This is an optimization exercise on Yosys and OpenROAD, whose aim is small area, a short achievable clock period and few clock cycles per item, not a production implementation. Function was checked by simulation only, so behaviour that the tests miss may differ from the original.

// gcd
module gcd( input [31:0] a_in,
            input [31:0] b_in,
            input start,
            input reset_n,
            input clk,
            output [31:0] result,
            output done);
For scale: about 810 cells after synthesis, ~75 flip-flops, roughly 100 I/O pins.
==> flow/config.mk <==
export PLATFORM = sky130hd
export DESIGN_NAME = gcd
export DESIGN_NICKNAME = gcd
export VERILOG_FILES = /design/flow/design.v
export SDC_FILE = /design/flow/constraint.sdc
export NUM_CORES = 4
export LEC_CHECK = 0
export CAP_MARGIN = 20
export CORE_MARGIN = 2
export CORE_UTILIZATION = 40
export GPL_TIMING_DRIVEN = 0
export PLACE_DENSITY = 0.6
export SETUP_SLACK_MARGIN = 0.6
export SLEW_MARGIN = 20
==> flow/constraint.sdc <==
create_clock -name core_clock -period 4.0 [get_ports {clk}]
set_input_delay 0.8000 -clock core_clock [delete_from_list [all_inputs] [get_ports {clk}]]
set_output_delay 0.8000 -clock core_clock [all_outputs]
set_load 0.01 [all_outputs]
standard.sh (not shown) runs the stock make flow with config.mk's settings and CLKGATE_MAP_FILE= SYNTH_SCRIPT=/design/flow/synth_recipe.tcl, a recipe that flattens the netlist after the stock synthesis.
==> flow/flow/run.sh <==
#!/bin/bash
# Standard ORFS layout, with the port buffers made of the smallest buffer cell.
set -euo pipefail
export BUFFER_PORTS_ARGS="-buffer_cell sky130_fd_sc_hd__buf_1"
bash standard.sh > standard_flow.log 2>&1
Testbench counts at the start, summed over its fixed seeds: cycles 53,893, items 2,400.
Change:
- CORE_UTILIZATION: 40 -> 50
- GPL_TIMING_DRIVEN: 0 -> not set
- PLACE_DENSITY: 0.6 -> 0.7
Effect:
- via count falls by 1.3%
- routed wire length went down by 8.8%
- die area goes down by 19%
- final area shrinks by 1.9%
- core utilization rose by 12 points
- register-to-register slack improves by 0.03 ns
- area after synthesis does not change
- setup slack is better by 0.0092 ns
- first-iteration DRC count rose by 6.6%
Change:
- CORE_UTILIZATION: 50 -> 30
- PLACE_DENSITY: 0.7 -> 0.5
Effect: The changed run completed without violations; area after synthesis stays the same; final area barely changes; routed wire length grows by 6.8%; first-iteration DRC count shrinks by 30%; cell count grows by 9.0%; setup slack improved by 0.025 ns; count of clock-buffer cells in the layout shrinks by 2; via count shrinks by 4.2%.
Change:
==> flow/flow/run.sh (replaced) <==
#!/bin/bash
# Standard ORFS layout, with the port buffers made of the smallest buffer
# cell and a clock tree of one level of large buffers without dummy loads.
set -euo pipefail
export BUFFER_PORTS_ARGS="-buffer_cell sky130_fd_sc_hd__buf_1"
export CTS_ARGS="-sink_clustering_enable -repair_clock_nets -dont_use_dummy_load -sink_clustering_size 80 -sink_clustering_max_diameter 400 -buf_list sky130_fd_sc_hd__clkbuf_16"
bash standard.sh > standard_flow.log 2>&1
- CORE_UTILIZATION: 30 -> 40
- PLACE_DENSITY: 0.5 -> 0.6
Routed wire length went down by 9.4%.
Hold slack hardly moves.
Clock-buffer cell count stays the same.
Via count shrinks by 0.42%.
Design area decreases by 3.3%.
Die area is lower by 24%.
Clock skew is about the same.
Change:
==> flow/flow/run.sh (replaced) <==
#!/bin/bash
# Standard ORFS layout, with the port buffers made of the smallest buffer cell.
set -euo pipefail
export BUFFER_PORTS_ARGS="-buffer_cell sky130_fd_sc_hd__buf_1"
bash standard.sh > standard_flow.log 2>&1
- SETUP_SLACK_MARGIN: 0.6 -> 0.4
The new run completed with no timing, DRC or antenna violations.
Critical path depth falls by 3.
Wire length falls by a few percent.
Worst setup slack loses 0.16 ns.
Change:
==> flow/flow/run.sh (replaced) <==
#!/bin/bash
# Standard ORFS layout, with the port buffers made of the smallest buffer
# cell and a clock tree of one level of large buffers without dummy loads.
set -euo pipefail
export BUFFER_PORTS_ARGS="-buffer_cell sky130_fd_sc_hd__buf_1"
export CTS_ARGS="-sink_clustering_enable -repair_clock_nets -dont_use_dummy_load -sink_clustering_size 80 -sink_clustering_max_diameter 400 -buf_list sky130_fd_sc_hd__clkbuf_16"
bash standard.sh > standard_flow.log 2>&1
- ABC_AREA: not set -> 1
- SETUP_SLACK_MARGIN: 0.4 -> 0.6
Result:
- The changed run completed with no timing, DRC or antenna violations
- area after synthesis is higher by 9.5%
- hold slack barely changes
- die area is higher by 9.2%
- count of clock-buffer cells in the layout is lower by 3

[port drivers added, routing unchanged]
How much do the figures lean on ideal ports? The routed layouts below were timed once more, with nothing changed but the port constraints. Step 1, drivers: a clkbuf_16 drives clk and a buf_2 each remaining input, both assumed. Step 2, shift: input delay + t, output delay - t, t = (earliest + latest rising clock arrival at the registers) / 2. This alone moves slack from input paths to output paths. Slacks: ideal ports / drivers / drivers and shift; pairs: ideal ports / drivers.
run	t (ns)	slack for setup (ns)	worst setup path at the end	worst register clock-pin slew, ns	worst data-port slew with drivers (ns)
the first run	0.399	0.616 / 0.572 / 0.437	input to register	0.06 / 0.06	0.04
the second run	0.390	0.625 / 0.581 / 0.676	register to register	0.06 / 0.06	0.04
the third run	0.400	0.650 / 0.641 / 0.650	register to register	0.07 / 0.07	0.04
the fourth run	0.390	0.669 / 0.627 / 0.728	register to register	0.06 / 0.06	0.03
the fifth run	0.392	0.506 / 0.464 / 0.526	register to register	0.07 / 0.07	0.04
the sixth run	0.387	0.778 / 0.734 / 0.924	register to register	0.06 / 0.06	0.04
After both steps every run listed still meets setup and hold. The setup slack of the first run, which loses most, moves by -0.044 ns with the drivers and by -0.179 ns with both steps.
